This is an optimization exercise on Yosys and OpenROAD, whose aim is small area, not a production implementation.
RTL that was checked went through simulation tests only; none was proved equivalent to the original.
Power figures rest on the tool's default switching activity, not on a simulated workload.

==> build 24: inputs <==
Design censor_rtl, start of the top module:
module censor_rtl(
    input clock,
    input reset,
    input enable,
    input bloom_write,
    input [7:0] char_in,
    output [7:0] char_out,
    output data_ready
    );
    localparam NFLAG = 22;       
    wire space_in = (char_in == 8'h20);
    wire take_text = enable & ~bloom_write;
    wire [7:0] crc, hash;
    wire hit;
    wire [7:0] oldest, next_oldest;
    wire hash_load = enable & ~reset & ~space_in;
    wire hash_hold = ~enable & ~reset;
    crc8_rtl crc8(clock, hash_load, hash_hold, char_in, crc);
    pearson8_rtl pearson8(clock, hash_load, hash_hold, char_in, hash);
    bloom_filter_rtl bloom_filter(clock, reset, ~reset & enable & bloom_write & space_in, crc, hash, hit);
    fifo_rtl #(.DEPTH(44)) line(clock, take_text, char_in, oldest, next_oldest);
    reg [5:0] count;
    assign data_ready = count[5] & count[3] & count[2];
    always @(posedge clock)
        if (reset) count <= 6'd0;
        else if (take_text & ~data_ready) count <= count + 6'd1;
    reg in_word;
    always @(posedge clock)
        if (reset) in_word <= 1'b0;
  ...
==> module bloom_filter_rtl, before the edit <==
module bloom_filter_rtl(
    input clock,
    input reset,
    input write,             
    input [7:0] hash1,       
    input [7:0] hash2,       
    output hit               
);
    reg  [254:0] fa_n;       
    reg  [255:1] fb_n;       
    reg          fs_n;       
    wire [15:0] a_lo_n, a_hi_n, b_lo_n, b_hi_n;
    bf_dec4n da_lo(hash1[3:0], a_lo_n);
    bf_dec4n da_hi(hash1[7:4], a_hi_n);
    bf_dec4n db_lo(hash2[3:0], b_lo_n);
    bf_dec4n db_hi(hash2[7:4], b_hi_n);
    wire write_n;
    c_inv iw(write, write_n);
    wire [15:0] wa_lo_n, wb_lo_n;
    genvar i;
    generate
        for (i = 0; i < 16; i = i + 1) begin : g_w
            c_or2 ua(a_lo_n[i], write_n, wa_lo_n[i]);
            c_or2 ub(b_lo_n[i], write_n, wb_lo_n[i]);
        end
    endgenerate
    wire [254:0] fa_d;
    wire [255:1] fb_d;
    generate
        for (i = 0; i < 255; i = i + 1) begin : g_a
            c_o22a u(fa_n[i], reset, wa_lo_n[i % 16], a_hi_n[i / 16], fa_d[i]);
        end
        for (i = 1; i < 256; i = i + 1) begin : g_b
            c_o22a u(fb_n[i], reset, wb_lo_n[i % 16], b_hi_n[i / 16], fb_d[i]);
        end
    endgenerate
    wire fs_a, fs_d;
    c_o22a us0(fs_n, reset, wa_lo_n[15], a_hi_n[15], fs_a);
    c_o21a us1(wb_lo_n[0], b_hi_n[0], fs_a, fs_d);
    always @(posedge clock) begin
        fa_n <= fa_d;
        fb_n <= fb_d;
        fs_n <= fs_d;
    end
    wire ha, hb;
    bf_rd256 ra({fs_n, fa_n}, a_lo_n, a_hi_n, ha);
    bf_rd256 rb({fb_n, fs_n}, b_lo_n, b_hi_n, hb);
    c_and2 uh(ha, hb, hit);
endmodule
==> module bf_dec4n, before the edit <==
module bf_dec4n(input [3:0] x, output [15:0] y);
    wire [3:0] xn;
    genvar i;
    generate
        for (i = 0; i < 4; i = i + 1) begin : g_n
            c_inv u(x[i], xn[i]);
        end
        for (i = 0; i < 16; i = i + 1) begin : g
            c_nand4 u(i & 1 ? x[0] : xn[0], i & 2 ? x[1] : xn[1],
                      i & 4 ? x[2] : xn[2], i & 8 ? x[3] : xn[3], y[i]);
        end
    endgenerate
endmodule
==> module bf_ao16n, before the edit <==
module bf_ao16n(input [15:0] v_n, input [15:0] sel_n, output y_n);
    wire [7:0] p;        
    wire [3:0] q;
    genvar i;
    generate
        for (i = 0; i < 8; i = i + 1) begin : g_p
            c_o22ai u(v_n[2*i], sel_n[2*i], v_n[2*i+1], sel_n[2*i+1], p[i]);
        end
        for (i = 0; i < 4; i = i + 1) begin : g_q
            c_nor2 u(p[2*i], p[2*i+1], q[i]);
        end
    endgenerate
    c_and4 ua(q[0], q[1], q[2], q[3], y_n);
endmodule
==> module bf_rd256, before the edit <==
module bf_rd256(input [255:0] v_n, input [15:0] lo_n, input [15:0] hi_n, output y);
    wire [15:0] g_n;
    genvar k;
    generate
        for (k = 0; k < 16; k = k + 1) begin : g_grp
            bf_ao16n u(v_n[16*k +: 16], lo_n, g_n[k]);
        end
    endgenerate
    wire y_n;
    bf_ao16n top(g_n, hi_n, y_n);
    c_inv ui(y_n, y);
endmodule
clock: 10.0 ns
lec_check: 0
cap_margin: 20
core_margin: 2
core_utilization: 60
cts_cluster_diameter: 100
cts_cluster_size: 20
place_density: 0.75
slew_margin: 20
synth_hierarchical: 1
run.sh (not shown) runs the stock make flow with config.mk's settings and CLKGATE_MAP_FILE= SYNTH_SCRIPT=/design/flow/synth_recipe.tcl, a recipe that flattens the netlist after the stock synthesis.
==> inputs of trial 49, as changes to build 24 <==
--- a/flow/design.v
+++ b/flow/design.v
@@ -2981,18 +2981,8 @@
     reg          fs_n;       
     wire [15:0] a_lo_n, a_hi_n, b_lo_n, b_hi_n;
-    bf_dec4n da_lo(hash1[3:0], a_lo_n);
-    bf_dec4n da_hi(hash1[7:4], a_hi_n);
-    bf_dec4n db_lo(hash2[3:0], b_lo_n);
-    bf_dec4n db_hi(hash2[7:4], b_hi_n);
-    wire write_n;
-    c_inv iw(write, write_n);
     wire [15:0] wa_lo_n, wb_lo_n;
+    bf_dec8n da(hash1, write, a_lo_n, wa_lo_n, a_hi_n);
+    bf_dec8n db(hash2, write, b_lo_n, wb_lo_n, b_hi_n);
     genvar i;
-    generate
-        for (i = 0; i < 16; i = i + 1) begin : g_w
-            c_or2 ua(a_lo_n[i], write_n, wa_lo_n[i]);
-            c_or2 ub(b_lo_n[i], write_n, wb_lo_n[i]);
-        end
-    endgenerate
     wire [254:0] fa_d;
     wire [255:1] fb_d;
@@ -3013,19 +3003,28 @@
         fs_n <= fs_d;
     end
-    wire ha, hb;
-    bf_rd256 ra({fs_n, fa_n}, a_lo_n, a_hi_n, ha);
-    bf_rd256 rb({fb_n, fs_n}, b_lo_n, b_hi_n, hb);
-    c_and2 uh(ha, hb, hit);
+    wire ha_n, hb_n;
+    bf_rd256 ra({fs_n, fa_n}, a_lo_n, a_hi_n, ha_n);
+    bf_rd256 rb({fb_n, fs_n}, b_lo_n, b_hi_n, hb_n);
+    c_nor2 uh(ha_n, hb_n, hit);
 endmodule
-module bf_dec4n(input [3:0] x, output [15:0] y);
-    wire [3:0] xn;
+module bf_dec8n(input [7:0] x, input w, output [15:0] lo_n, output [15:0] wlo_n, output [15:0] hi_n);
+    wire [7:0] xn;
+    wire [3:0] p, q, wq, r, s;       
     genvar i;
     generate
-        for (i = 0; i < 4; i = i + 1) begin : g_n
+        for (i = 0; i < 8; i = i + 1) begin : g_n
             c_inv u(x[i], xn[i]);
         end
-        for (i = 0; i < 16; i = i + 1) begin : g
-            c_nand4 u(i & 1 ? x[0] : xn[0], i & 2 ? x[1] : xn[1],
-                      i & 4 ? x[2] : xn[2], i & 8 ? x[3] : xn[3], y[i]);
+        for (i = 0; i < 4; i = i + 1) begin : g_p
+            c_nor2 up(i & 1 ? xn[0] : x[0], i & 2 ? xn[1] : x[1], p[i]);
+            c_nor2 uq(i & 1 ? xn[2] : x[2], i & 2 ? xn[3] : x[3], q[i]);
+            c_and3 uw(w, i & 1 ? x[2] : xn[2], i & 2 ? x[3] : xn[3], wq[i]);
+            c_nor2 ur(i & 1 ? xn[4] : x[4], i & 2 ? xn[5] : x[5], r[i]);
+            c_nor2 us(i & 1 ? xn[6] : x[6], i & 2 ? xn[7] : x[7], s[i]);
+        end
+        for (i = 0; i < 16; i = i + 1) begin : g_o
+            c_nand2 ul(p[i % 4], q[i / 4], lo_n[i]);
+            c_nand2 uw(p[i % 4], wq[i / 4], wlo_n[i]);
+            c_nand2 uh(r[i % 4], s[i / 4], hi_n[i]);
         end
     endgenerate
@@ -3033,5 +3032,5 @@
 module bf_ao16n(input [15:0] v_n, input [15:0] sel_n, output y_n);
     wire [7:0] p;        
-    wire [3:0] q;
+    wire [1:0] q;
     genvar i;
     generate
@@ -3039,11 +3038,10 @@
             c_o22ai u(v_n[2*i], sel_n[2*i], v_n[2*i+1], sel_n[2*i+1], p[i]);
         end
-        for (i = 0; i < 4; i = i + 1) begin : g_q
-            c_nor2 u(p[2*i], p[2*i+1], q[i]);
-        end
     endgenerate
-    c_and4 ua(q[0], q[1], q[2], q[3], y_n);
+    c_or4 u0(p[0], p[1], p[2], p[3], q[0]);
+    c_or4 u1(p[4], p[5], p[6], p[7], q[1]);
+    c_nor2 un(q[0], q[1], y_n);
 endmodule
-module bf_rd256(input [255:0] v_n, input [15:0] lo_n, input [15:0] hi_n, output y);
+module bf_rd256(input [255:0] v_n, input [15:0] lo_n, input [15:0] hi_n, output y_n);
     wire [15:0] g_n;
     genvar k;
@@ -3053,7 +3051,5 @@
         end
     endgenerate
-    wire y_n;
     bf_ao16n top(g_n, hi_n, y_n);
-    c_inv ui(y_n, y);
 endmodule
 module c_inv(input A, output Y); assign Y = ~A; endmodule
@@ -3062,4 +3058,6 @@
 module c_nand2(input A, input B, output Y); assign Y = ~(A & B); endmodule
 module c_nor2(input A, input B, output Y); assign Y = ~(A | B); endmodule
+module c_or4(input A, input B, input C, input D, output X); assign X = A | B | C | D; endmodule
+module c_and3(input A, input B, input C, output X); assign X = A & B & C; endmodule
 module c_nand3(input A, input B, input C, output Y); assign Y = ~(A & B & C); endmodule
 module c_nand4(input A, input B, input C, input D, output Y); assign Y = ~(A & B & C & D); endmodule
==> flow/flow/run.sh (new file) <==
#!/bin/bash
# The standard layout (standard.sh: ORFS synthesis through finish), with
# two changes passed to ORFS through its own variables:
#  - clock tree synthesis with clkbuf_8 buffers, clusters of at most 16 sinks
#    within 80 um, and no dummy loads;
#  - input and output ports are buffered with buf_1 cells (repair may still
#    resize them).
# make's full output goes to standard.log here; ORFS writes each step's log
# under orfs/logs/.
set -euo pipefail
export CTS_ARGS="-sink_clustering_enable -repair_clock_nets -sink_clustering_size 16 -sink_clustering_max_diameter 80 -buf_list sky130_fd_sc_hd__clkbuf_8 -dont_use_dummy_load"
export BUFFER_PORTS_ARGS="-buffer_cell sky130_fd_sc_hd__buf_1"
bash standard.sh > standard.log 2>&1
==> flow/standard.sh (new file) <==
#!/bin/bash
# synth_recipe.tcl (not shown) runs the flow's synth.tcl, then flattens the netlist and writes it again
# the make line also repeats each setting of config.mk as NAME=value (left out here)
make -C /OpenROAD-flow-scripts/flow DESIGN_CONFIG=/design/flow/config.mk WORK_HOME=/design/flow/orfs CLKGATE_MAP_FILE= SYNTH_SCRIPT=/design/flow/synth_recipe.tcl "${@:-finish}"
--- a/flow/config.mk
+++ b/flow/config.mk
@@ -8,8 +8,9 @@
 export CAP_MARGIN = 20
 export CORE_MARGIN = 2
-export CORE_UTILIZATION = 60
-export CTS_CLUSTER_DIAMETER = 100
-export CTS_CLUSTER_SIZE = 20
-export PLACE_DENSITY = 0.75
+export CORE_UTILIZATION = 55
+export CTS_BUF_LIST = sky130_fd_sc_hd__clkbuf_8
+export CTS_CLUSTER_DIAMETER = 80
+export CTS_CLUSTER_SIZE = 16
+export PLACE_DENSITY = 0.7
 export SLEW_MARGIN = 20
 export SYNTH_HIERARCHICAL = 1
removed: flow/run.sh
==> qor summary <==
metric                                                                    trial 49       build 24
Outcome                                                            failed layout checks  no timing/DRC/antenna violations
Violated checks                                                max-slew violations              -
First-pass DRT Iterations                                                        8              7
Worst-case clock skew                                                     85.82 ps       35.87 ps
Starting density of the core                                                55.63%         60.41%
IR Drop Worst-Case VDD                                                   0.1524 mV      0.1855 mV
Layout overhead on the synthesized area                                     6.379%         8.425%
Cell Area, Synth                                                     0.03283 sq mm  0.03309 sq mm
Share of synthesized cell area in and, or, nand and nor gates               7.606%         8.282%
Final-report max-slew violation count                                           61              0
Share of layout cells above drive strength 1                                4.089%         3.933%
Power density relative to cell area                                  221.1 mW/mm^2  230.6 mW/mm^2
Cell row count                                                                  89             86
Internal power consumption                                              0.005047 W     0.005428 W
Overall die width                                                         248.3 um       238.8 um
Inserted Diodes                                                                  2              1
Via count                                                                   22,972         23,547
Global routing usage on met2                                                43.51%         48.37%
Average wire per standard cell                                            25.00 um       26.19 um
Area enclosed by the die boundary                                    0.06167 sq mm  0.05704 sq mm
Maximum fanout along the worst path                                             12             13
Clock network power share                                                    21.8%          26.2%
Global routing usage on met3                                                3.911%         4.330%
Maximum single-stage delay on the critical path                             700 ps        1080 ps
Detail Route met2 WL                                                     40,140 um      41,030 um
For build 24, only the layout was checked, not whether the RTL still works.

-- re-timing with driven ports --
The results above use ideal ports. As a check the final layouts listed here were re-extracted and re-timed, cells and wires unchanged. Step 1 assumes that a clkbuf_16 drives the clock port and a buf_2 every other input. Step 2 times the ports against the registers' clock, not the clock port: input delays grow and output delays shrink by t, the midpoint of the rising clock arrivals with the driver on. Three values: ideal ports, drivers, drivers and shift; two values: the first two.
run | t (ns) | slack for setup (ns) | worst setup path after step 2 | worst register clock-pin slew, ns | worst data-port slew with drivers (ns)
build 24 | 0.690 | 3.875 / 3.890 / 3.201 | input to register | 0.09 / 0.09 | 0.11
trial 49 | 0.689 | 4.682 / 4.627 / 4.048 | input to register | 0.11 / 0.11 | 0.13
For build 24, which loses most, drivers alone change the setup slack by +0.015 ns; drivers and shift together by -0.674 ns.
